From an optimization exercise on the open Yosys and OpenROAD flow, aimed at a short achievable clock period and few clock cycles; shortcuts taken in it are not production practice.
Function was checked by simulation only, so behaviour that the tests miss may differ from the original.
No activity file was given, so power comes from the tool's default toggle rates.

--- config.mk ---
export PLATFORM = sky130hd
export DESIGN_NAME = processor
export DESIGN_NICKNAME = processor
export VERILOG_FILES = /design/flow/design.v
export SDC_FILE = /design/flow/constraint.sdc
export NUM_CORES = 4
export LEC_CHECK = 0
export CAP_MARGIN = 20
export CORE_MARGIN = 2
export CORE_UTILIZATION = 40
export SLEW_MARGIN = 20
export SYNTH_HIERARCHICAL = 1
--- constraint.sdc ---
create_clock -name core_clock -period 9.0 [get_ports {clk}]
set_input_delay 1.8000 -clock core_clock [delete_from_list [all_inputs] [get_ports {clk}]]
set_output_delay 1.8000 -clock core_clock [all_outputs]
set_load 0.01 [all_outputs]
--- design.v ---
module alu (
    input [31:0] src1,
    input [31:0] src2,
    input [4:0] shamt,
    input [2:0] op,
    output [31:0] other
);
    wire [31:0] shr = src1 >> shamt;
    wire [31:0] logic_res;
    genvar i;
    generate
        for (i = 0; i < 32; i = i + 1) begin : lg
            assign logic_res[i] = src2[i] ? ((src1[i] & op[0]) | op[1]) : (src1[i] & op[1]);
        end
    endgenerate
    assign other = logic_res | ({32{op[2]}} & shr);
endmodule
module control_unit (
    input [31:0] instruction,
    output reg RegWrite,
    output reg MemRead,
    output reg MemWrite,
    output reg Branch,
    output reg ALUSrc,
    output reg ALUSum,           
    output reg ALUSub,
    output reg [2:0] ALUOp,      
    output reg uses_rs1,
    output reg uses_rs2          
);
    localparam R_TYPE = 7'b0110011;
    localparam I_TYPE_LOAD = 7'b0000011;
    localparam I_TYPE_ALU = 7'b0010011;
    localparam S_TYPE = 7'b0100011;
    localparam B_TYPE = 7'b1100011;
    wire [6:0] opcode = instruction[6:0];
    wire [2:0] funct3 = instruction[14:12];
    wire [6:0] funct7 = instruction[31:25];
    always @(*) begin
        RegWrite = 1'b0;
        MemRead = 1'b0;
        MemWrite = 1'b0;
        Branch = 1'b0;
        ALUSrc = 1'b0;
        ALUSum = 1'b1;
        ALUSub = 1'b0;
        ALUOp = 3'b000;
        uses_rs1 = 1'b0;
        uses_rs2 = 1'b0;
        case (opcode)
            R_TYPE: begin
                RegWrite = 1'b1;
                uses_rs1 = 1'b1;
                uses_rs2 = 1'b1;
                case ({funct7, funct3})
                    10'b0100000_000: ALUSub = 1'b1;
                    10'b0000000_110: begin ALUSum = 1'b0; ALUOp = 3'b010; end
                    10'b0000000_111: begin ALUSum = 1'b0; ALUOp = 3'b001; end
                    10'b0000000_101: begin ALUSum = 1'b0; ALUOp = 3'b100; end
                    default: begin end
                endcase
            end
            I_TYPE_LOAD: begin
                RegWrite = 1'b1;
                MemRead = 1'b1;
                ALUSrc = 1'b1;
                uses_rs1 = 1'b1;
            end
            I_TYPE_ALU: begin
                RegWrite = 1'b1;
                ALUSrc = 1'b1;
                uses_rs1 = 1'b1;
                if (funct3 == 3'b111) begin ALUSum = 1'b0; ALUOp = 3'b001; end
            end
            S_TYPE: begin
                MemWrite = 1'b1;
                ALUSrc = 1'b1;
                uses_rs1 = 1'b1;
            end
            B_TYPE: begin
                if ((instruction[19:15] != instruction[24:20]) ||
                    (instruction[7] != instruction[31]) ||
                    (instruction[30] != instruction[31]) ||
                    (instruction[29] != instruction[31])) begin
                    Branch = 1'b1;
                    uses_rs1 = 1'b1;
                    uses_rs2 = 1'b1;
                end
            end
            default: begin
            end
        endcase
    end
endmodule
module register_file (
    input clk,
    input rst,
    input RegWrite,
    input [31:0] rs1_sel,
    input [31:0] rs2_sel,
    input [4:0] rd_addr,
    input [31:0] write_data,
    output reg [31:0] rs1_data,
    output reg [31:0] rs2_data
);
    reg [31:0] registers[1:31];
    integer i;
    always @(*) begin
        rs1_data = 32'b0;
        rs2_data = 32'b0;
        for (i = 1; i < 32; i = i + 1) begin
            rs1_data = rs1_data | ({32{rs1_sel[i]}} & registers[i]);
            rs2_data = rs2_data | ({32{rs2_sel[i]}} & registers[i]);
        end
    end
    always @(posedge clk or posedge rst) begin
        if (rst) begin
            for (i = 1; i < 32; i = i + 1) begin
                registers[i] <= 32'b0;
            end
        end else if (RegWrite && (rd_addr != 5'b00000)) begin
            registers[rd_addr] <= write_data;
        end
    end
endmodule
module immediate_generator (
    input [31:0] instruction,
    output [31:0] immediate
);
    wire is_store = (instruction[6:0] == 7'b0100011);
    assign immediate = {{20{instruction[31]}}, instruction[31:25],
                        is_store ? instruction[11:7] : instruction[24:20]};
endmodule
module forwarding_unit (
    input [4:0] rs_addr,
    input ID_EX_wr,               
    input [4:0] ID_EX_rd_addr,
    input EX_MEM_wr,              
    input [4:0] EX_MEM_rd_addr,
    output dist1,
    output dist2
);
    assign dist1 = ID_EX_wr && (ID_EX_rd_addr == rs_addr);
    assign dist2 = EX_MEM_wr && (EX_MEM_rd_addr == rs_addr);
endmodule
module hazard_detection_unit (
    input ID_EX_load_wr,         
    input [4:0] ID_EX_rd_addr,
    input uses_rs1,
    input uses_rs2,
    input [4:0] rs1_addr,
    input [4:0] rs2_addr,
    output stall
);
    assign stall = ID_EX_load_wr &&
                   ((uses_rs1 && (ID_EX_rd_addr == rs1_addr)) ||
                    (uses_rs2 && (ID_EX_rd_addr == rs2_addr)));
endmodule
module processor (
    input clk,
    input rst,
    output [31:0] imem_addr,
    input  [31:0] imem_rdata,
    output [31:0] dmem_addr,
    output [15:0] dmem_wdata,
    output        dmem_we,
    input  [15:0] dmem_rdata
);
    wire [11:1] pc;
    wire [11:1] f_target;
    reg [11:1] IF_ID_pc;
    reg [11:1] IF_ID_target;      
    reg [31:0] IF_ID_instruction;
    reg [31:0] IF_ID_rs1_sel, IF_ID_rs2_sel;    
    reg IF_ID_valid;
    reg [31:0] ID_EX_a, ID_EX_b;
    reg [31:0] ID_EX_cmp;         
    reg [4:0] ID_EX_shamt;        
    reg [15:0] ID_EX_sdata;
    reg ID_EX_sdata_late;         
    reg ID_EX_sum, ID_EX_sub, ID_EX_sum0;
    reg [2:0] ID_EX_op;
    reg [4:0] ID_EX_rd_addr;
    reg [11:1] ID_EX_target;
    reg ID_EX_wr, ID_EX_load, ID_EX_store, ID_EX_branch, ID_EX_kill;
    reg [31:0] EX_MEM_sum, EX_MEM_other;
    reg EX_MEM_sel_sum;
    reg [15:0] EX_MEM_sdata;
    reg [4:0] EX_MEM_rd_addr;
    reg EX_MEM_wr, EX_MEM_load, EX_MEM_store;
    wire stall;
    wire branch_taken;
    fetch_unit fetch (
        .clk(clk),
        .rst(rst),
        .instruction(imem_rdata),
        .branch_taken(branch_taken),
        .branch_target(ID_EX_target),
        .stall(stall),
        .pc(pc),
        .target(f_target)
    );
    assign imem_addr = {20'b0, pc, 1'b0};
    always @(posedge clk or posedge rst) begin
        if (rst) begin
            IF_ID_valid <= 1'b0;
        end else if (branch_taken) begin
            IF_ID_valid <= 1'b0;
        end else if (!stall) begin
            IF_ID_valid <= 1'b1;
        end
    end
    always @(posedge clk) begin
        if (!stall) begin
            IF_ID_pc <= pc;
            IF_ID_target <= f_target;
            IF_ID_instruction <= imem_rdata;
            IF_ID_rs1_sel <= 32'b1 << imem_rdata[19:15];
            IF_ID_rs2_sel <= 32'b1 << imem_rdata[24:20];
        end
    end
    wire [4:0] rs1_addr = IF_ID_instruction[19:15];
    wire [4:0] rs2_addr = IF_ID_instruction[24:20];
    wire [4:0] rd_addr  = IF_ID_instruction[11:7];
    wire RegWrite, MemRead, MemWrite, Branch, ALUSrc, uses_rs1, uses_rs2;
    wire ALUSum, ALUSub;
    wire [2:0] ALUOp;
    control_unit cu (
        .instruction(IF_ID_instruction),
        .RegWrite(RegWrite),
        .MemRead(MemRead),
        .MemWrite(MemWrite),
        .Branch(Branch),
        .ALUSrc(ALUSrc),
        .ALUSum(ALUSum),
        .ALUSub(ALUSub),
        .ALUOp(ALUOp),
        .uses_rs1(uses_rs1),
        .uses_rs2(uses_rs2)
    );
    wire [31:0] immediate;
    immediate_generator imm_gen (
        .instruction(IF_ID_instruction),
        .immediate(immediate)
    );
    wire [31:0] rs1_data, rs2_data;
    wire [31:0] mem_result;
    register_file rf (
        .clk(clk),
        .rst(rst),
        .RegWrite(EX_MEM_wr),
        .rs1_sel(IF_ID_rs1_sel),
        .rs2_sel(IF_ID_rs2_sel),
        .rd_addr(EX_MEM_rd_addr),
        .write_data(mem_result),
        .rs1_data(rs1_data),
        .rs2_data(rs2_data)
    );
    hazard_detection_unit hdu (
        .ID_EX_load_wr(ID_EX_load && ID_EX_wr),
        .ID_EX_rd_addr(ID_EX_rd_addr),
        .uses_rs1(uses_rs1 && IF_ID_valid),
        .uses_rs2(uses_rs2 && IF_ID_valid),
        .rs1_addr(rs1_addr),
        .rs2_addr(rs2_addr),
        .stall(stall)
    );
    wire [31:0] alu_sum, alu_other;
    wire [31:0] ex_result = ID_EX_sum ? alu_sum : alu_other;
    wire dist1_rs1, dist2_rs1, dist1_rs2, dist2_rs2;
    forwarding_unit fu1 (
        .rs_addr(rs1_addr),
        .ID_EX_wr(ID_EX_wr), .ID_EX_rd_addr(ID_EX_rd_addr),
        .EX_MEM_wr(EX_MEM_wr), .EX_MEM_rd_addr(EX_MEM_rd_addr),
        .dist1(dist1_rs1), .dist2(dist2_rs1)
    );
    forwarding_unit fu2 (
        .rs_addr(rs2_addr),
        .ID_EX_wr(ID_EX_wr), .ID_EX_rd_addr(ID_EX_rd_addr),
        .EX_MEM_wr(EX_MEM_wr), .EX_MEM_rd_addr(EX_MEM_rd_addr),
        .dist1(dist1_rs2), .dist2(dist2_rs2)
    );
    wire [31:0] op1 = dist1_rs1 ? ex_result :
                      dist2_rs1 ? mem_result : rs1_data;
    wire [31:0] op2 = dist1_rs2 ? ex_result :
                      dist2_rs2 ? mem_result : rs2_data;
    wire d_bubble = stall || !IF_ID_valid;
    always @(posedge clk or posedge rst) begin
        if (rst) begin
            ID_EX_wr <= 1'b0;
            ID_EX_load <= 1'b0;
            ID_EX_store <= 1'b0;
            ID_EX_branch <= 1'b0;
            ID_EX_kill <= 1'b0;
        end else begin
            ID_EX_wr <= !d_bubble && RegWrite && (rd_addr != 5'b00000);
            ID_EX_load <= !d_bubble && MemRead;
            ID_EX_store <= !d_bubble && MemWrite;
            ID_EX_branch <= !d_bubble && Branch;
            ID_EX_kill <= branch_taken;
        end
    end
    wire [31:0] op2_eff = ALUSrc ? immediate : (op2 ^ {32{ALUSub}});
    always @(posedge clk) begin
        ID_EX_a <= op1;
        ID_EX_b <= op2_eff;
        ID_EX_sum0 <= op1[0] ^ op2_eff[0] ^ ALUSub;
        ID_EX_cmp <= op2;
        ID_EX_shamt <= op2[4:0];
        ID_EX_sdata <= op2[15:0];
        ID_EX_sdata_late <= dist1_rs2 && ID_EX_load;
        ID_EX_sum <= ALUSum;
        ID_EX_sub <= ALUSub;
        ID_EX_op <= ALUOp;
        ID_EX_rd_addr <= rd_addr;
        ID_EX_target <= IF_ID_target;
    end
    reg [32:0] kg [0:6];
    reg [32:0] kt [0:6];
    integer l, k;
    always @(*) begin
        kg[0] = {ID_EX_a & ID_EX_b, ID_EX_sub};
        kt[0] = {ID_EX_a | ID_EX_b, 1'b0};
        for (l = 0; l < 6; l = l + 1) begin
            for (k = 0; k < 33; k = k + 1) begin
                if (k >= (1 << l)) begin
                    kg[l+1][k] = kg[l][k] | (kt[l][k] & kg[l][k - (1 << l)]);
                    kt[l+1][k] = kt[l][k] & kt[l][k - (1 << l)];
                end else begin
                    kg[l+1][k] = kg[l][k];
                    kt[l+1][k] = kt[l][k];
                end
            end
        end
    end
    assign alu_sum = {ID_EX_a[31:1] ^ (ID_EX_b[31:1] ^ kg[6][31:1]), ID_EX_sum0};
    alu alu_inst (
        .src1(ID_EX_a),
        .src2(ID_EX_b),
        .shamt(ID_EX_shamt),
        .op(ID_EX_op),
        .other(alu_other)
    );
    assign branch_taken = ID_EX_branch && !ID_EX_kill && (ID_EX_a == ID_EX_cmp);
    wire [15:0] sdata = ID_EX_sdata_late ? mem_result[15:0] : ID_EX_sdata;
    always @(posedge clk or posedge rst) begin
        if (rst) begin
            EX_MEM_wr <= 1'b0;
            EX_MEM_load <= 1'b0;
            EX_MEM_store <= 1'b0;
        end else begin
            EX_MEM_wr <= ID_EX_wr && !ID_EX_kill;
            EX_MEM_load <= ID_EX_load && !ID_EX_kill;
            EX_MEM_store <= ID_EX_store && !ID_EX_kill;
        end
    end
    always @(posedge clk) begin
        EX_MEM_sum <= alu_sum;
        EX_MEM_other <= alu_other;
        EX_MEM_sel_sum <= ID_EX_sum;
        EX_MEM_sdata <= sdata;
        EX_MEM_rd_addr <= ID_EX_rd_addr;
    end
    assign dmem_addr = EX_MEM_sum;
    assign dmem_wdata = EX_MEM_sdata;
    assign dmem_we = EX_MEM_store;
    assign mem_result = EX_MEM_load    ? {{16{dmem_rdata[15]}}, dmem_rdata} :
                        EX_MEM_sel_sum ? EX_MEM_sum : EX_MEM_other;
endmodule
module fetch_unit (
    input clk,
    input rst,
    input [31:0] instruction,
    input branch_taken,
    input [11:1] branch_target,
    input stall,
    output reg [11:1] pc,
    output [11:1] target         
);
    wire uncond = (instruction[6:0] == 7'b1100011) &&
                  (instruction[19:15] == instruction[24:20]);
    wire short_offset = (instruction[7] == instruction[31]) &&
                        (instruction[30] == instruction[31]) &&
                        (instruction[29] == instruction[31]);
    wire fast = uncond && short_offset;
    wire [9:1] offset = {instruction[29:25], instruction[11:8]};
    wire [9:0] low_sum = {1'b0, pc[9:1]} + {1'b0, offset};
    wire [11:10] hi_same = pc[11:10];
    wire [11:10] hi_up   = pc[11:10] + 2'd1;
    wire [11:10] hi_down = pc[11:10] - 2'd1;
    wire [11:10] hi = (low_sum[9] == offset[9]) ? hi_same :
                      low_sum[9] ? hi_up : hi_down;
    wire [11:1] fast_target = {hi, low_sum[8:0]};
    wire [11:10] hi_full = pc[11:10] + {instruction[7], instruction[30]} + {1'b0, low_sum[9]};
    assign target = {hi_full, low_sum[8:0]};
    wire [11:1] pc_plus_2 = pc + 11'd2;
    always @(posedge clk or posedge rst) begin
        if (rst) begin
            pc <= 11'b0;
        end else if (branch_taken) begin
            pc <= branch_target;
        end else if (!stall) begin
            pc <= fast ? fast_target : pc_plus_2;
        end
    end
endmodule
--- flow/run.sh ---
#!/bin/bash
# Layout flow: the standard synthesis unchanged, then the standard ORFS
# steps with three settings changed:
#  - port buffers are buf_4 cells (buffer_ports picks a slow delay cell
#    otherwise);
#  - repair may resize cells to any footprint;
#  - repair_timing aims for a 6.5 ns setup margin, i.e. works on every path
#    longer than 2.5 ns.
# Each step's full output goes to a log file in this folder.
set -euo pipefail
bash standard.sh synth > synth.log 2>&1
bash standard.sh "BUFFER_PORTS_ARGS=-buffer_cell sky130_fd_sc_hd__buf_4" \
    MATCH_CELL_FOOTPRINT=0 SETUP_SLACK_MARGIN=6.5 finish > layout.log 2>&1
--- standard.sh ---
#!/bin/bash
# synth_recipe.tcl (not shown) runs the flow's synth.tcl, then flattens the netlist and writes it again
# the make line also repeats each setting of config.mk as NAME=value (left out here)
make -C /OpenROAD-flow-scripts/flow DESIGN_CONFIG=/design/flow/config.mk WORK_HOME=/design/flow/orfs CLKGATE_MAP_FILE= SYNTH_SCRIPT=/design/flow/synth_recipe.tcl "${@:-finish}"
==> results of run 1 <==
==> worst paths after layout <==
| kind | slack, ps | end | startpoint |
|---|---|---|---|
| max reg2reg | 5950 | ID_EX_b[27]$_DFF_P_ | IF_ID_rs2_sel[12]$_SDFFCE_PP0N_ |
| min | 340 | ID_EX_target[7]$_DFF_P_ | IF_ID_target[7]$_DFFE_PN_ |
| max in group asynchronous | 6590 | rf.registers[12][21]$_DFFE_PP0P_ | rst |
| min reg2reg | 340 | ID_EX_target[7]$_DFF_P_ | IF_ID_target[7]$_DFFE_PN_ |
| min in group asynchronous | 1010 | rf.registers[30][5]$_DFFE_PP0P_ | rst |
| max | 5800 | imem_addr[1] | fetch.pc[1]$_DFFE_PP0P_ |
==> sequential cells by signal (all words and copies together) (netlist names), 15 cells and up <==
signal	cells
IF_ID_rs2_sel	31
IF_ID_rs1_sel	31
IF_ID_instruction	32
ID_EX_a	32
rf.registers	992
EX_MEM_sum	32
EX_MEM_other	32
EX_MEM_sdata	16
ID_EX_b	32
ID_EX_sdata	15
ID_EX_cmp	17
==> area by class of cell <==
type	count	area (um2)
clock inverters	49	569
diodes	32	80.1
well taps	2189	2740
fillers	13936	79800
repair buffers	803	9970
clock buffers	207	4060
flip-flops and latches	1322	32900
inverters	31	133
multi-input cells	3786	34700
repair inverters	6	45.0
==> report_power, final <==
part	switching [mW]	internal (mW)	leakage, nW
sequential	0.525	6.45	14.1
clock	2.64	3.38	2.27
combinational	2.83	1.86	16.2
total	5.99	11.7	32.5
==> through the flow <==
stage	cells	setup WS, ps
after floorplan	5689	-6470
final	8425	5800
after CTS	8258	5780
after detailed placement	7616	4540
after global routing	8399	5770
after global placement	7614	4600
==> cells in the final DEF (no fill, tap or decap), drive strengths merged, types with 33 or more instances in the layout <==
| master | n |
|---|---|
| mux4 | 36 |
| a211oi | 60 |
| dfxtp | 205 |
| nor2 | 193 |
| o22ai | 33 |
| a22o | 66 |
| edfxtp | 105 |
| mux2 | 1033 |
| or4 | 69 |
| xnor2 | 122 |
| nand2 | 147 |
| clkbuf | 258 |
| a221oi | 68 |
| a22oi | 772 |
| a21oi | 104 |
| buf | 752 |
| nor2b | 73 |
| dfrtp | 1012 |
| inv | 38 |
| a222oi | 65 |
| nand3 | 190 |
| mux2i | 103 |
| xor2 | 56 |
| nand4 | 142 |
| o21ai | 113 |
==> per-layer routing <==
layer  vias up  track usage, %  share of wire, %  routed length (um)
met5         -            1.81              0.29                 994
met2      6376            53.6                39              135000
met1     30432            45.3                33              114000
met4        34            31.4                11               38400
met3      2380            21.0                17               58200
li1      22701               -                 -                   -
==> timing repair <==
action                     in CTS  in global routing
resized for setup            1164                274
cloned                         66                 16
pin swaps                     287                222
hold endpoints to repair        0                  0
setup buffers                 320                119
setup endpoints to repair    1783                954
==> flow_summary.json, run 1 <==
{
  "wl_mm": 347,
  "fin_crit_sh_pct": 35.5,
  "maxSlewHeadroom_pct": 17.3,
  "skew_ps": 46.5,
  "io_pins": 131,
  "vias": 61923,
  "dpl.hpwl_mm": 168,
  "hold_viol_final": 0,
  "leakage_nw": 32.5,
  "start_kind": "register",
  "ys_warn_count": 13,
  "cts_root_buf": "clkbuf_16",
  "required_ps": 7200,
  "cpPeakStageDelay_ps": 450,
  "rows": 149,
  "grt_antenna_before_repair": 32,
  "drive_gt1_share_pct": 44.7,
  "setup-tns-final_ps": 0,
  "cts-htree-levels": 4,
  "status": "timing/DRC/antenna clean",
  "floorplan.initialDensity_pct": 40.2,
  "ctsHoldBuffers": 0,
  "grt_use_total_pct": 39.3,
  "holdPathStages": 0,
  "setup_viol": 0,
  "dieWidth_um": 411,
  "drtAntennaViolNets": 0,
  "syn_area_um2": 66400,
  "firstDrtPassIters": 27,
  "syn_to_final_growth_pct": 28.3,
  "drt_iter0_markers": 13078,
  "grt_max_degree": 109,
  "worst_r2r_path_depth": 12,
  "postPlaceCellArea_um2": 69400,
  "fin_total_pwr_mw": 17.7,
  "maxCapViolCount": 0,
  "end_kind": "primary output",
  "drt-wirelength-per-cell_um": 41.2,
  "path_cells": "buf_6",
  "grt_pass1_vias": 57388,
  "gp_congestion": 0.973,
  "finalNetCount": 6154,
  "design.core.area_um2": 165000,
  "crit_type": "register to primary output",
  "period_minus_slack_ps": 3200,
  "clk_pin_slew_ps": 60,
  "tritoncts": "built",
  "cp.depth": 1,
  "final_core_util_pct": 51.6,
  "path_buf_inv": 1,
  "grt_pass1_wl_mm": 466,
  "critical_path_peak_fanout": 3,
  "fmax_mhz": 313,
  "slew_violations": 0,
  "drc": 0,
  "gr-total-overflow": 0,
  "clk_latency_ps": 860,
  "numCtsBuffers": 140,
  "grt_setup_unrepaired": "yes",
  "io_buffers": 109,
  "clockBufferDepth": 3,
  "powerDensity_nw_per_um2": 208,
  "synthCells": 5669,
  "design_area_um2": 85200,
  "hold-worst-slack_ps": 340,
  "tightest_slew_ps": 1240,
  "die_y_um": 411,
  "cpMaxStageDelayCell": "dfrtp_2",
  "viasPerCell": 7.35,
  "irDropWorstVdd_uv": 219,
  "dieArea_um2": 169000,
  "crit_family": "flip-flops",
  "critPathArrivalTime_ps": 1400,
  "hold_class": "register to register",
  "syn_area_per_cell_um2": 11.7,
  "cts.sinks": 1322
}
Testbench counts, summed over its fixed seeds: cycles 30,477.
==> run 2, diff against run 1 <==
--- a/design.v
+++ b/design.v
@@ -189,13 +189,17 @@
     reg [4:0] EX_MEM_rd_addr;
     reg EX_MEM_wr, EX_MEM_load, EX_MEM_store;
     wire stall;
-    wire branch_taken;
+    wire branch_taken;            
+    wire early_taken;             
+    wire redirect = branch_taken || early_taken;
     fetch_unit fetch (
         .clk(clk),
         .rst(rst),
         .instruction(imem_rdata),
         .branch_taken(branch_taken),
         .branch_target(ID_EX_target),
+        .early_taken(early_taken),
+        .early_target(IF_ID_target),
         .stall(stall),
         .pc(pc),
         .target(f_target)
@@ -204,7 +208,7 @@
     always @(posedge clk or posedge rst) begin
         if (rst) begin
             IF_ID_valid <= 1'b0;
-        end else if (branch_taken) begin
+        end else if (redirect) begin
             IF_ID_valid <= 1'b0;
         end else if (!stall) begin
             IF_ID_valid <= 1'b1;
@@ -285,6 +289,13 @@
     wire [31:0] op2 = dist1_rs2 ? ex_result :
                       dist2_rs2 ? mem_result : rs2_data;
     wire d_bubble = stall || !IF_ID_valid;
+    wire early_cand = IF_ID_valid && Branch &&
+                      ID_EX_wr && ID_EX_sum && !ID_EX_load && !ID_EX_kill &&
+                      (((rs1_addr == ID_EX_rd_addr) && (rs2_addr == 5'b00000)) ||
+                       ((rs2_addr == ID_EX_rd_addr) && (rs1_addr == 5'b00000)));
+    wire [31:1] carries = ID_EX_a[30:0] | ID_EX_b[30:0];
+    wire sum_zero = ({ID_EX_a[31:1] ^ (ID_EX_b[31:1] ^ carries), ID_EX_sum0} == 32'b0);
+    assign early_taken = early_cand && sum_zero;
     always @(posedge clk or posedge rst) begin
         if (rst) begin
             ID_EX_wr <= 1'b0;
@@ -296,7 +307,7 @@
             ID_EX_wr <= !d_bubble && RegWrite && (rd_addr != 5'b00000);
             ID_EX_load <= !d_bubble && MemRead;
             ID_EX_store <= !d_bubble && MemWrite;
-            ID_EX_branch <= !d_bubble && Branch;
+            ID_EX_branch <= !d_bubble && Branch && !early_cand;
             ID_EX_kill <= branch_taken;
         end
     end
@@ -343,16 +354,10 @@
     );
     assign branch_taken = ID_EX_branch && !ID_EX_kill && (ID_EX_a == ID_EX_cmp);
     wire [15:0] sdata = ID_EX_sdata_late ? mem_result[15:0] : ID_EX_sdata;
-    always @(posedge clk or posedge rst) begin
-        if (rst) begin
-            EX_MEM_wr <= 1'b0;
-            EX_MEM_load <= 1'b0;
-            EX_MEM_store <= 1'b0;
-        end else begin
-            EX_MEM_wr <= ID_EX_wr && !ID_EX_kill;
-            EX_MEM_load <= ID_EX_load && !ID_EX_kill;
-            EX_MEM_store <= ID_EX_store && !ID_EX_kill;
-        end
+    always @(posedge clk) begin
+        EX_MEM_wr <= ID_EX_wr && !ID_EX_kill;
+        EX_MEM_load <= ID_EX_load && !ID_EX_kill;
+        EX_MEM_store <= ID_EX_store && !ID_EX_kill;
     end
     always @(posedge clk) begin
         EX_MEM_sum <= alu_sum;
@@ -373,6 +378,8 @@
     input [31:0] instruction,
     input branch_taken,
     input [11:1] branch_target,
+    input early_taken,
+    input [11:1] early_target,
     input stall,
     output reg [11:1] pc,
     output [11:1] target         
@@ -394,11 +401,13 @@
     wire [11:10] hi_full = pc[11:10] + {instruction[7], instruction[30]} + {1'b0, low_sum[9]};
     assign target = {hi_full, low_sum[8:0]};
     wire [11:1] pc_plus_2 = pc + 11'd2;
-    always @(posedge clk or posedge rst) begin
+    always @(posedge clk) begin
         if (rst) begin
             pc <= 11'b0;
         end else if (branch_taken) begin
             pc <= branch_target;
+        end else if (early_taken) begin
+            pc <= early_target;
         end else if (!stall) begin
             pc <= fast ? fast_target : pc_plus_2;
         end
==> run 2 against run 1 <==
Sequential cell count stayed put. Critical path depth stayed put. Combinational power is 3% lower. Largest cell class unchanged. Largest power group unchanged. Non-clock buffer count is 28 higher. Still clean. Critical path type unchanged. Area after synthesis is 1.3% higher. Register-to-register slack better by 20 ps. First-iteration DRC count is 3.7% lower. Setup slack better by 35 ps. Clock skew is 8.4 ps lower. Highest routed layer unchanged. Via count is 1.8% higher. Fmax is 1.1% higher.
==> flow_summary.json, run 2 <==
{
  "floorplan.initialDensity_pct": 40.3,
  "swShare_pct": 34.1,
  "dpl.hpwl_mm": 167,
  "period_minus_slack_ps": 3160,
  "end_kind": "primary output",
  "required_ps": 7200,
  "io_pins": 131,
  "ys_warn_count": 13,
  "tritoncts": "built",
  "dp.cells": 7766,
  "io_buffers": 109,
  "fillers": 14181,
  "powerDensity_nw_per_um2": 202,
  "vias": 63052,
  "rows": 150,
  "layout_commonest_cell": "mux2_2",
  "dieArea_um2": 171000,
  "fin_total_pwr_mw": 17.4,
  "clkPwrFrac_pct": 34.3,
  "cpMaxStageDelayCell": "dfxtp_4",
  "syn_area_um2": 67200,
  "combPwrFrac_pct": 26.0,
  "leakage_nw": 33.0,
  "status": "timing/DRC/antenna clean",
  "hold_viol_final": 0,
  "postPlaceCellArea_um2": 70000,
  "power_frac_seq_pct": 39.7,
  "setup_viol": 0,
  "wl_met3_mm": 56.3,
  "maxSlewHeadroom_pct": 20.0,
  "clockBufferDepth": 3,
  "ctsHoldBuffers": 0,
  "viasPerCell": 7.30,
  "design_area_um2": 86100,
  "intPower_mw": 11.5,
  "routed-wl-met2_mm": 139,
  "layout_common_cells": "mux2_2 (1002), dfrtp_1 (998), a22oi_1 (718)",
  "holdPathStages": 0,
  "setup_ws_ps": 5840,
  "gr-total-overflow": 0,
  "path_cells": "buf_6",
  "drt-wirelength-per-cell_um": 40.7,
  "drive_gt1_share_pct": 45.0,
  "p_sw_mw": 5.94,
  "die_y_um": 414,
  "grt_antenna_before_repair": 25,
  "largest_reg_flops": 992,
  "met1Wirelength_mm": 117,
  "synthCells": 5832,
  "irDropWorstVdd_uv": 201,
  "grt_pass1_vias": 58348,
  "numCtsBuffers": 142,
  "worst_r2r_path_depth": 10,
  "syn_area_per_cell_um2": 11.5,
  "maxCapViolCount": 0,
  "wl_mm": 352,
  "grt_max_degree": 149,
  "crit_family": "flip-flops",
  "cts_root_buf": "clkbuf_16",
  "pre_cts_ws_ps": 4660,
  "cp.depth": 1,
  "firstDrtPassIters": 17,
  "design.core.area_um2": 167000,
  "finalNetCount": 6341,
  "cts-htree-levels": 4,
  "top_layer": "met5",
  "skew_ps": 38.1,
  "path_buf_inv": 1,
  "regMostFlops": "rf.registers",
  "drtAntennaViolNets": 0,
  "start_kind": "register",
  "syn_to_final_growth_pct": 28.1,
  "critPathArrivalTime_ps": 1360,
  "hold_class": "register to register",
  "crit_type": "register to primary output",
  "drt_iter0_markers": 12598,
  "clk_latency_ps": 830,
  "grt_setup_unrepaired": "yes",
  "clk_pin_slew_ps": 60,
  "critical_path_peak_fanout": 2,
  "drc": 0,
  "grt_use_total_pct": 38.7,
  "gp_congestion": 0.975,
  "cts.sinks": 1322,
  "dieWidth_um": 414,
  "tightest_slew_ps": 1200,
  "fin_crit_sh_pct": 35.1,
  "final_cell_count_no_fill": 8634,
  "cpPeakStageDelay_ps": 430,
  "final_core_util_pct": 51.6,
  "grt_pass1_wl_mm": 469,
  "fmax_mhz": 316,
  "slew_violations": 0
}
==> run 2: final timing paths <==
path / start / endpoint / slack, ps
setup reg to reg: IF_ID_rs2_sel[5]$_SDFFCE_PP0N_ / ID_EX_b[17]$_DFF_P_ / 5970
hold reg to reg: IF_ID_target[5]$_DFFE_PN_ / ID_EX_target[5]$_DFF_P_ / 360
max in group asynchronous: rst / rf.registers[5][28]$_DFFE_PP0P_ / 6450
min in group asynchronous: rst / ID_EX_load$_DFF_PP0_ / 1030
hold / removal: IF_ID_target[5]$_DFFE_PN_ / ID_EX_target[5]$_DFF_P_ / 360
setup / recovery: EX_MEM_sum[20]$_DFF_P_ / dmem_addr[20] / 5840
==> run 2: timing repair <==
action / in CTS / in global routing
endpoints found under the hold margin: 0 / 0
gates resized for setup: 1091 / 363
setup buffers: 333 / 156
pin swaps: 237 / 230
endpoints found under the setup margin: 1788 / 1143
cloned: 67 / 15
==> run 2: power by group through the flow <==
stage                     Clock, mW  Combinational [mW]  Sequential [mW]
final                          5.98                4.54             6.91
after global placement            0                3.16             6.93
after global routing           6.20                4.65             6.94
after floorplan                   0                2.05             6.73
after detailed placement          0                3.19             6.93
after CTS                      5.95                3.95             6.88
==> run 2: metal layers <==
metal  vias up  track usage, %
met4        26            30.8
li1      23347               -
met3      2252            19.8
met2      6284            53.7
met1     31143            44.4
met5         -            1.83
==> run 2: stage by stage <==
step | hold slack, ps | setup TNS [ps]
after floorplan | 339 | -6414600
after global placement | 344 | 0
after detailed placement | 348 | 0
after CTS | 364 | 0
after global routing | 382 | 0
final | 360 | 0
==> run 2: cell type report <==
type,count,area (um2),area share (%)
Timing Repair inverter,3,20.0,0.0232
Timing Repair Buffer,831,9800,11.4
Tap cell,2204,2760,3.20
Inverter,41,181,0.211
Clock inverter,55,457,0.530
Multi-Input combinational cell,3936,35800,41.6
Antenna cell,34,85.1,0.0988
Sequential cell,1322,32800,38.1
Clock buffer,208,4170,4.84
Testbench counts of run 2, summed over its fixed seeds: cycles 29,929.
==> run 3, diff against run 2 <==
--- a/design.v
+++ b/design.v
@@ -184,6 +184,7 @@
     reg [11:1] ID_EX_target;
     reg ID_EX_wr, ID_EX_load, ID_EX_store, ID_EX_branch, ID_EX_kill;
     reg [31:0] EX_MEM_sum, EX_MEM_other;
+    reg [31:0] EX_MEM_addr;       
     reg EX_MEM_sel_sum;
     reg [15:0] EX_MEM_sdata;
     reg [4:0] EX_MEM_rd_addr;
@@ -360,13 +361,16 @@
         EX_MEM_store <= ID_EX_store && !ID_EX_kill;
     end
     always @(posedge clk) begin
+        EX_MEM_addr <= alu_sum & {32{ID_EX_load || ID_EX_store}};
+    end
+    always @(posedge clk) begin
         EX_MEM_sum <= alu_sum;
         EX_MEM_other <= alu_other;
         EX_MEM_sel_sum <= ID_EX_sum;
         EX_MEM_sdata <= sdata;
         EX_MEM_rd_addr <= ID_EX_rd_addr;
     end
-    assign dmem_addr = EX_MEM_sum;
+    assign dmem_addr = EX_MEM_addr;
     assign dmem_wdata = EX_MEM_sdata;
     assign dmem_we = EX_MEM_store;
     assign mem_result = EX_MEM_load    ? {{16{dmem_rdata[15]}}, dmem_rdata} :
==> run 3 against run 2 <==
Sequential cell count grew 32. Routed wire length increased by 0.47%. Combinational power increased by 7.7%. Sequential power barely moved. Die area increased by 0.95%. Still clean on timing, DRC and antenna. Clock power grew 2%. First-iteration DRC count decreased by 1.1%. Clock-buffer cell count rose by 4. Area after synthesis up 0.96%. Largest cell class unchanged. Largest power group unchanged. Via count up 1.0%.
==> flow_summary.json, run 3 <==
{
  "status": "timing/DRC/antenna clean",
  "syn_area_per_cell_um2": 11.5,
  "drtAntennaViolNets": 0,
  "die_y_um": 416,
  "gr-total-overflow": 0,
  "postPlaceCellArea_um2": 70900,
  "rows": 151,
  "hold_start": "IF_ID_target[9]$_DFFE_PN_",
  "cpPeakStageDelay_ps": 640,
  "clk_latency_ps": 850,
  "final_core_util_pct": 51.2,
  "r2r-end": "ID_EX_b[28]$_DFF_P_",
  "maxCapViolCount": 0,
  "layout_common_cells": "mux2_2 (1003), dfrtp_1 (998), a22oi_1 (747)",
  "io_buffers": 109,
  "cpMaxStageDelayCell": "or4_4",
  "io_pins": 131,
  "drt-wirelength-per-cell_um": 40.6,
  "end_kind": "register",
  "dieWidth_um": 416,
  "fmax_mhz": 318,
  "tightest_slew_ps": 1230,
  "holdPathStages": 0,
  "leakage_nw": 33.2,
  "worst_r2r_path_depth": 11,
  "drive_gt1_share_pct": 43.0,
  "powerDensity_nw_per_um2": 207,
  "period_minus_slack_ps": 3140,
  "final_cell_count_no_fill": 8696,
  "cts.sinks": 1354,
  "grt_pass1_vias": 59749,
  "design_area_um2": 86400,
  "setup_ws_ps": 5860,
  "grt_setup_unrepaired": "yes",
  "syn_area_um2": 67900,
  "setup_viol": 0,
  "cts_root_buf": "clkbuf_16",
  "irDropWorstVdd_uv": 237,
  "grt_max_degree": 129,
  "synthCells": 5893,
  "ys_warn_count": 13,
  "design.core.area_um2": 169000,
  "grt_pass1_wl_mm": 479,
  "drt_iter0_markers": 12465,
  "grt_antenna_before_repair": 32,
  "firstDrtPassIters": 13,
  "path_cells": "buf_12 -> buf_16 -> a22o_1 -> a221oi_1 -> nand3_1 -> or4_4 -> mux2_2 -> o22ai_1 -> a31oi_2 -> xnor2_1 -> o21ai_1",
  "pre_cts_ws_ps": 4600,
  "fin_crit_sh_pct": 34.9,
  "critPathArrivalTime_ps": 3860,
  "largest_reg_flops": 992,
  "viasPerCell": 7.32,
  "ctsHoldBuffers": 0,
  "grt_use_total_pct": 39.2,
  "clockBufferDepth": 3,
  "dpl.hpwl_mm": 174,
  "tritoncts": "built",
  "hold-worst-slack_ps": 367,
  "crit_type": "register to register",
  "wl_mm": 353,
  "cts-htree-levels": 4,
  "dp.cells": 7858,
  "hold_end": "ID_EX_target[9]$_DFF_P_",
  "dieArea_um2": 173000,
  "maxSlewHeadroom_pct": 17.8,
  "critical_path_peak_fanout": 11,
  "r2r_slack_ps": 5860,
  "regToRegStartpoint": "IF_ID_rs2_sel[16]$_SDFFCE_PN0N_",
  "hold_class": "register to register",
  "hold_viol_final": 0,
  "floorplan.initialDensity_pct": 40.2,
  "numCtsBuffers": 145,
  "slew_violations": 0,
  "regMostFlops": "rf.registers",
  "syn_to_final_growth_pct": 27.3,
  "skew_ps": 50.6,
  "finalNetCount": 6387,
  "clk_pin_slew_ps": 60,
  "drc": 0,
  "start_kind": "register",
  "required_ps": 9720,
  "gp_congestion": 0.971,
  "vias": 63690,
  "layout_commonest_cell": "mux2_2"
}
## run 3: cell type report
type	instances	area [um2]
timing repair buffer	827	9860
antenna	46	115
timing repair inverter	3	20.0
inverter	47	193
multi-input combinational	3945	35400
clock buffer	212	4280
fill	14388	82500
sequential	1354	33400
clock inverter	44	382
tap	2218	2780
## run 3: worst max-delay path: cells and delay by family (launching register included)
| kind | cells | cell delay [ps] |
|---|---|---|
| compound gates | 5 | 920 |
| xor+xnor | 1 | 200 |
| buf+inv | 2 | 360 |
| flops | 1 | 410 |
| mux | 1 | 340 |
| simple gates | 2 | 770 |
## run 3: power breakdown
group | internal, mW | switching (mW) | leakage, nW
registers | 6.50 | 0.418 | 14.3
logic | 1.89 | 3.00 | 16.6
clock network | 3.44 | 2.65 | 2.31
## run 3: worst max-delay path by stage
| stage | from | slack [ps] | depth (start not counted) | endpoint |
|---|---|---|---|---|
| 2_1_floorplan | rst | -6470 | 1 | rf.registers[10][0]$_DFFE_PP0P_ |
| 3_3_place_gp | dmem_rdata[15] | 4440 | 10 | ID_EX_b[25]$_DFF_P_ |
| 3_5_place_dp | IF_ID_instruction[31]$_DFFE_PN_ | 4600 | 14 | fetch.pc[9]$_SDFFE_PP0P_ |
| 4_1_cts | ID_EX_a[8]$_DFF_P_ | 5860 | 11 | ID_EX_b[23]$_DFF_P_ |
| 5_1_grt | IF_ID_rs2_sel[23]$_SDFFCE_PN0N_ | 5770 | 11 | ID_EX_b[23]$_DFF_P_ |
| 6_report | IF_ID_rs2_sel[16]$_SDFFCE_PN0N_ | 5860 | 11 | ID_EX_b[28]$_DFF_P_ |
## run 3: per-layer routing
layer | vias up | GRT usage, % | part of all wire, %
li1 | 23515 | - | -
met1 | 31466 | 45.4 | 34
met2 | 6398 | 53.1 | 39
met3 | 2279 | 20.9 | 17
met4 | 32 | 31.9 | 11
met5 | - | 1.64 | 0.17
## run 3: stage by stage
step / total power [mW] / TNS (ps)
5_1_grt: 18.3 / 0
3_5_place_dp: 10.3 / 0
2_1_floorplan: 8.98 / -6414600
3_3_place_gp: 10.3 / 0
4_1_cts: 17.2 / 0
6_report: 17.9 / 0
## run 3: timing repair
| action | CTS | global route |
|---|---|---|
| endpoints found under the setup margin | 1844 | 813 |
| pin swaps | 241 | 137 |
| gates resized for setup | 1132 | 240 |
| setup buffers | 345 | 120 |
| cloned | 63 | 8 |
Testbench counts of run 3, summed over its fixed seeds: cycles 29,929.
==> run 4, diff against run 3 <==
--- a/design.v
+++ b/design.v
@@ -137,11 +137,15 @@
     input [4:0] ID_EX_rd_addr,
     input EX_MEM_wr,              
     input [4:0] EX_MEM_rd_addr,
+    input MEM_WB_wr,              
+    input [4:0] MEM_WB_rd_addr,
     output dist1,
-    output dist2
+    output dist2,
+    output dist3
 );
     assign dist1 = ID_EX_wr && (ID_EX_rd_addr == rs_addr);
     assign dist2 = EX_MEM_wr && (EX_MEM_rd_addr == rs_addr);
+    assign dist3 = MEM_WB_wr && (MEM_WB_rd_addr == rs_addr);
 endmodule
 module hazard_detection_unit (
     input ID_EX_load_wr,         
@@ -167,9 +171,8 @@
     input  [15:0] dmem_rdata
 );
     wire [11:1] pc;
-    wire [11:1] f_target;
+    wire [11:1] d_target;         
     reg [11:1] IF_ID_pc;
-    reg [11:1] IF_ID_target;      
     reg [31:0] IF_ID_instruction;
     reg [31:0] IF_ID_rs1_sel, IF_ID_rs2_sel;    
     reg IF_ID_valid;
@@ -184,11 +187,13 @@
     reg [11:1] ID_EX_target;
     reg ID_EX_wr, ID_EX_load, ID_EX_store, ID_EX_branch, ID_EX_kill;
     reg [31:0] EX_MEM_sum, EX_MEM_other;
-    reg [31:0] EX_MEM_addr;       
     reg EX_MEM_sel_sum;
     reg [15:0] EX_MEM_sdata;
     reg [4:0] EX_MEM_rd_addr;
     reg EX_MEM_wr, EX_MEM_load, EX_MEM_store;
+    reg [31:0] MEM_WB_result;
+    reg [4:0] MEM_WB_rd_addr;
+    reg MEM_WB_wr;
     wire stall;
     wire branch_taken;            
     wire early_taken;             
@@ -200,10 +205,11 @@
         .branch_taken(branch_taken),
         .branch_target(ID_EX_target),
         .early_taken(early_taken),
-        .early_target(IF_ID_target),
+        .d_pc(IF_ID_pc),
+        .d_instruction(IF_ID_instruction),
         .stall(stall),
         .pc(pc),
-        .target(f_target)
+        .d_target(d_target)
     );
     assign imem_addr = {20'b0, pc, 1'b0};
     always @(posedge clk or posedge rst) begin
@@ -218,7 +224,6 @@
     always @(posedge clk) begin
         if (!stall) begin
             IF_ID_pc <= pc;
-            IF_ID_target <= f_target;
             IF_ID_instruction <= imem_rdata;
             IF_ID_rs1_sel <= 32'b1 << imem_rdata[19:15];
             IF_ID_rs2_sel <= 32'b1 << imem_rdata[24:20];
@@ -253,11 +258,11 @@
     register_file rf (
         .clk(clk),
         .rst(rst),
-        .RegWrite(EX_MEM_wr),
+        .RegWrite(MEM_WB_wr),
         .rs1_sel(IF_ID_rs1_sel),
         .rs2_sel(IF_ID_rs2_sel),
-        .rd_addr(EX_MEM_rd_addr),
-        .write_data(mem_result),
+        .rd_addr(MEM_WB_rd_addr),
+        .write_data(MEM_WB_result),
         .rs1_data(rs1_data),
         .rs2_data(rs2_data)
     );
@@ -272,30 +277,34 @@
     );
     wire [31:0] alu_sum, alu_other;
     wire [31:0] ex_result = ID_EX_sum ? alu_sum : alu_other;
-    wire dist1_rs1, dist2_rs1, dist1_rs2, dist2_rs2;
+    wire dist1_rs1, dist2_rs1, dist3_rs1, dist1_rs2, dist2_rs2, dist3_rs2;
     forwarding_unit fu1 (
         .rs_addr(rs1_addr),
         .ID_EX_wr(ID_EX_wr), .ID_EX_rd_addr(ID_EX_rd_addr),
         .EX_MEM_wr(EX_MEM_wr), .EX_MEM_rd_addr(EX_MEM_rd_addr),
-        .dist1(dist1_rs1), .dist2(dist2_rs1)
+        .MEM_WB_wr(MEM_WB_wr), .MEM_WB_rd_addr(MEM_WB_rd_addr),
+        .dist1(dist1_rs1), .dist2(dist2_rs1), .dist3(dist3_rs1)
     );
     forwarding_unit fu2 (
         .rs_addr(rs2_addr),
         .ID_EX_wr(ID_EX_wr), .ID_EX_rd_addr(ID_EX_rd_addr),
         .EX_MEM_wr(EX_MEM_wr), .EX_MEM_rd_addr(EX_MEM_rd_addr),
-        .dist1(dist1_rs2), .dist2(dist2_rs2)
+        .MEM_WB_wr(MEM_WB_wr), .MEM_WB_rd_addr(MEM_WB_rd_addr),
+        .dist1(dist1_rs2), .dist2(dist2_rs2), .dist3(dist3_rs2)
     );
     wire [31:0] op1 = dist1_rs1 ? ex_result :
-                      dist2_rs1 ? mem_result : rs1_data;
+                      dist2_rs1 ? mem_result :
+                      dist3_rs1 ? MEM_WB_result : rs1_data;
     wire [31:0] op2 = dist1_rs2 ? ex_result :
-                      dist2_rs2 ? mem_result : rs2_data;
+                      dist2_rs2 ? mem_result :
+                      dist3_rs2 ? MEM_WB_result : rs2_data;
     wire d_bubble = stall || !IF_ID_valid;
     wire early_cand = IF_ID_valid && Branch &&
                       ID_EX_wr && ID_EX_sum && !ID_EX_load && !ID_EX_kill &&
                       (((rs1_addr == ID_EX_rd_addr) && (rs2_addr == 5'b00000)) ||
                        ((rs2_addr == ID_EX_rd_addr) && (rs1_addr == 5'b00000)));
-    wire [31:1] carries = ID_EX_a[30:0] | ID_EX_b[30:0];
-    wire sum_zero = ({ID_EX_a[31:1] ^ (ID_EX_b[31:1] ^ carries), ID_EX_sum0} == 32'b0);
+    wire [31:0] carries = {ID_EX_a[30:0] | ID_EX_b[30:0], ID_EX_sub};
+    wire sum_zero = ({ID_EX_a[31:1] ^ (ID_EX_b[31:1] ^ carries[31:1]), ID_EX_sum0} == 32'b0);
     assign early_taken = early_cand && sum_zero;
     always @(posedge clk or posedge rst) begin
         if (rst) begin
@@ -325,7 +334,7 @@
         ID_EX_sub <= ALUSub;
         ID_EX_op <= ALUOp;
         ID_EX_rd_addr <= rd_addr;
-        ID_EX_target <= IF_ID_target;
+        ID_EX_target <= d_target;
     end
     reg [32:0] kg [0:6];
     reg [32:0] kt [0:6];
@@ -355,13 +364,16 @@
     );
     assign branch_taken = ID_EX_branch && !ID_EX_kill && (ID_EX_a == ID_EX_cmp);
     wire [15:0] sdata = ID_EX_sdata_late ? mem_result[15:0] : ID_EX_sdata;
-    always @(posedge clk) begin
-        EX_MEM_wr <= ID_EX_wr && !ID_EX_kill;
-        EX_MEM_load <= ID_EX_load && !ID_EX_kill;
-        EX_MEM_store <= ID_EX_store && !ID_EX_kill;
-    end
-    always @(posedge clk) begin
-        EX_MEM_addr <= alu_sum & {32{ID_EX_load || ID_EX_store}};
+    always @(posedge clk or posedge rst) begin
+        if (rst) begin
+            EX_MEM_wr <= 1'b0;
+            EX_MEM_load <= 1'b0;
+            EX_MEM_store <= 1'b0;
+        end else begin
+            EX_MEM_wr <= ID_EX_wr && !ID_EX_kill;
+            EX_MEM_load <= ID_EX_load && !ID_EX_kill;
+            EX_MEM_store <= ID_EX_store && !ID_EX_kill;
+        end
     end
     always @(posedge clk) begin
         EX_MEM_sum <= alu_sum;
@@ -370,11 +382,22 @@
         EX_MEM_sdata <= sdata;
         EX_MEM_rd_addr <= ID_EX_rd_addr;
     end
-    assign dmem_addr = EX_MEM_addr;
+    assign dmem_addr = EX_MEM_sum;
     assign dmem_wdata = EX_MEM_sdata;
     assign dmem_we = EX_MEM_store;
     assign mem_result = EX_MEM_load    ? {{16{dmem_rdata[15]}}, dmem_rdata} :
                         EX_MEM_sel_sum ? EX_MEM_sum : EX_MEM_other;
+    always @(posedge clk or posedge rst) begin
+        if (rst) begin
+            MEM_WB_wr <= 1'b0;
+        end else begin
+            MEM_WB_wr <= EX_MEM_wr;
+        end
+    end
+    always @(posedge clk) begin
+        MEM_WB_result <= mem_result;
+        MEM_WB_rd_addr <= EX_MEM_rd_addr;
+    end
 endmodule
 module fetch_unit (
     input clk,
@@ -383,11 +406,13 @@
     input branch_taken,
     input [11:1] branch_target,
     input early_taken,
-    input [11:1] early_target,
+    input [11:1] d_pc,
+    input [31:0] d_instruction,
     input stall,
     output reg [11:1] pc,
-    output [11:1] target         
+    output [11:1] d_target       
 );
+    assign d_target = d_pc + {d_instruction[7], d_instruction[30:25], d_instruction[11:8]};
     wire uncond = (instruction[6:0] == 7'b1100011) &&
                   (instruction[19:15] == instruction[24:20]);
     wire short_offset = (instruction[7] == instruction[31]) &&
@@ -402,16 +427,14 @@
     wire [11:10] hi = (low_sum[9] == offset[9]) ? hi_same :
                       low_sum[9] ? hi_up : hi_down;
     wire [11:1] fast_target = {hi, low_sum[8:0]};
-    wire [11:10] hi_full = pc[11:10] + {instruction[7], instruction[30]} + {1'b0, low_sum[9]};
-    assign target = {hi_full, low_sum[8:0]};
     wire [11:1] pc_plus_2 = pc + 11'd2;
-    always @(posedge clk) begin
+    always @(posedge clk or posedge rst) begin
         if (rst) begin
             pc <= 11'b0;
         end else if (branch_taken) begin
             pc <= branch_target;
         end else if (early_taken) begin
-            pc <= early_target;
+            pc <= d_target;
         end else if (!stall) begin
             pc <= fast ? fast_target : pc_plus_2;
         end
==> run 4 against run 3 <==
Area after synthesis up 1.1%. Critical path depth increased by 4. Clock-buffer cell count rose by 4.
==> flow_summary.json, run 4 <==
{
  "intPower_mw": 10.6,
  "grt_pass1_vias": 59822,
  "floorplan.initialDensity_pct": 40.4,
  "dieArea_um2": 175000,
  "crit_type": "register to register",
  "gr-total-overflow": 0,
  "clk_latency_ps": 860,
  "required_ps": 9670,
  "setup_ws_ps": 5730,
  "rows": 151,
  "grt_setup_unrepaired": "yes",
  "tightest_slew_ps": 1230,
  "worstSetupStartpoint": "IF_ID_rs2_sel[15]$_SDFFCE_PP0N_",
  "grt_use_total_pct": 37.9,
  "tritoncts": "built",
  "hold_class": "register to register",
  "fmax_mhz": 305,
  "viasPerCell": 7.27,
  "dieWidth_um": 418,
  "slew_violations": 0,
  "drc": 0,
  "critPathArrivalTime_ps": 3940,
  "swShare_pct": 25.2,
  "combPwrFrac_pct": 7.8,
  "clkPwrFrac_pct": 47.2,
  "postPlaceCellArea_um2": 71400,
  "ys_warn_count": 13,
  "powerDensity_nw_per_um2": 162,
  "wl_mm": 345,
  "leakage_nw": 38.7,
  "drt-wirelength-per-cell_um": 39.3,
  "finalNetCount": 6492,
  "numCtsBuffers": 148,
  "design.core.area_um2": 170000,
  "syn_to_final_growth_pct": 27.3,
  "io_buffers": 109,
  "largest_reg_flops": 992,
  "synthCells": 5950,
  "clockBufferDepth": 3,
  "drt_iter0_markers": 12550,
  "clk_pin_slew_ps": 60,
  "grt_max_degree": 130,
  "pre_cts_ws_ps": 4790,
  "critical_path_peak_fanout": 4,
  "vias": 63860,
  "skew_ps": 37.6,
  "fillers": 14313,
  "irDropWorstVdd_uv": 226,
  "setup_viol": 0,
  "cts.sinks": 1360,
  "drive_gt1_share_pct": 42.3,
  "dpl.hpwl_mm": 173,
  "gp_congestion": 1.01,
  "cts_root_buf": "clkbuf_16",
  "maxCapViolCount": 0,
  "die_y_um": 418,
  "seq_area_um2": 33600,
  "power_frac_seq_pct": 45.0,
  "design_area_um2": 87300,
  "layout_commonest_cell": "mux2_2",
  "cts-htree-levels": 4,
  "period_minus_slack_ps": 3270,
  "fin_crit_sh_pct": 36.4,
  "grt_antenna_before_repair": 28,
  "hold_viol_final": 0,
  "ctsHoldBuffers": 0,
  "drtAntennaViolNets": 0,
  "firstDrtPassIters": 13,
  "syn_area_um2": 68600,
  "regToRegStartpoint": "IF_ID_rs2_sel[15]$_SDFFCE_PP0N_",
  "hold_start": "EX_MEM_rd_addr[0]$_DFF_P_",
  "fin_total_pwr_mw": 14.1,
  "regMostFlops": "rf.registers",
  "end_kind": "register",
  "p_sw_mw": 3.56,
  "grt_pass1_wl_mm": 467,
  "maxSlewHeadroom_pct": 18.0,
  "start_kind": "register",
  "multi_input_area_um2": 35400,
  "syn_area_per_cell_um2": 11.5,
  "layout_common_cells": "mux2_2 (1008), dfrtp_1 (1001), a22oi_1 (746)",
  "io_pins": 131,
  "status": "timing/DRC/antenna clean"
}
run 4: critical path, stage by stage (launching register included):
cell and delay [ps]:
edfxtp_1 440, buf_4 180, buf_12 140, clkbuf_16 170, buf_12 130, buf_4 130
a22oi_2 140, nand4_1 120, or4_4 570, nor2b_4 160, a211oi_2 230, a211oi_2 70
a21oi_1 190, nand3_1 150, xnor2_1 170, o21ai_1 90
run 4: worst paths after layout:
kind | endpoint | slack (ps) | depth (start not counted)
setup / recovery | ID_EX_b[31]$_DFF_P_ | 5730 | 15
hold / removal | MEM_WB_rd_addr[0]$_DFF_P_ | 390 | 0
setup reg to reg | ID_EX_b[31]$_DFF_P_ | 5730 | 15
hold reg to reg | MEM_WB_rd_addr[0]$_DFF_P_ | 390 | 0
max in group asynchronous | rf.registers[25][25]$_DFFE_PP0P_ | 6540 | 4
min in group asynchronous | rf.registers[16][8]$_DFFE_PP0P_ | 1040 | 2
run 4: area by class of cell:
type / instances / area share, %
Clock buffer: 216 / 4.97
Tap cell: 2218 / 3.18
Timing Repair inverter: 2 / 0.0143
Clock inverter: 57 / 1.04
Multi-Input combinational cell: 4002 / 40.5
Timing Repair Buffer: 858 / 11.5
Inverter: 46 / 0.225
Antenna cell: 29 / 0.0831
Sequential cell: 1360 / 38.5
run 4: power by group through the flow:
| stage | Sequential [mW] | Clock (mW) | Combinational (mW) |
|---|---|---|---|
| 2_1_floorplan | 6.47 | 0 | 0.493 |
| 4_1_cts | 6.35 | 6.65 | 0.993 |
| 6_report | 6.35 | 6.67 | 1.11 |
| 3_3_place_gp | 6.51 | 0 | 0.764 |
| 3_5_place_dp | 6.51 | 0 | 0.767 |
| 5_1_grt | 6.36 | 6.92 | 1.15 |
run 4: repair_timing:
item                        CTS  global route
pin swaps                   256           164
gates resized for setup    1083           240
setup buffers               380           111
cloned                       59            11
setup endpoints to repair  1787          1038
run 4: per-stage QoR:
step | hold slack, ps | instances | TNS, ps | util, %
finish | 393 | 8788 | 0 | 51.4
global route | 398 | 8767 | 0 | 51.4
CTS | 390 | 8637 | 0 | 50.1
detailed placement | 385 | 7925 | 0 | 42.0
global placement | 384 | 7924 | 0 | 42.0
floorplan | 346 | 5970 | -6414600 | -
run 4: layer usage:
metal / part of all wire (%) / GRT usage, % / up-vias
li1: - / - / 23766
met1: 35 / 46.7 / 31715
met2: 38 / 49.9 / 6321
met3: 17 / 20.4 / 2042
met4: 9.1 / 26.0 / 16
met5: 0.098 / 1.08 / -
Testbench counts of run 4, summed over its fixed seeds: cycles 29,929.

static timing again, ports no longer ideal:
No port has a modelled driver above. Below, the same layouts with a new extraction and two added sets of constraints. Step 1 assumes that a clkbuf_16 drives the clock port and a buf_2 every other input. Step 2 times the ports against the registers' clock, not the clock port: input delays grow and output delays shrink by t, the midpoint of the rising clock arrivals with the driver on. Three values: no drivers, after step 1, after step 2; two values: the first two.
run | shift t [ns] | setup WS [ns] | hold slack, ns | latest minus earliest clock arrival (ns) | pins driven straight from the clock port
run 1 | 0.913 | 5.802 / 5.719 / 5.078 | 0.340 / 0.340 / 0.340 | 0.049 / 0.049 | 1
run 2 | 0.895 | 5.837 / 5.754 / 5.076 | 0.360 / 0.360 / 0.360 | 0.042 / 0.042 | 1
run 3 | 0.911 | 5.858 / 5.810 / 5.113 | 0.367 / 0.367 / 0.367 | 0.054 / 0.054 | 1
run 4 | 0.928 | 5.726 / 5.698 / 5.190 | 0.393 / 0.393 / 0.393 | 0.043 / 0.043 | 1
After both steps every run listed still meets setup and hold. For run 2, which loses most, drivers alone change the setup slack by -0.083 ns; drivers and shift together by -0.761 ns.
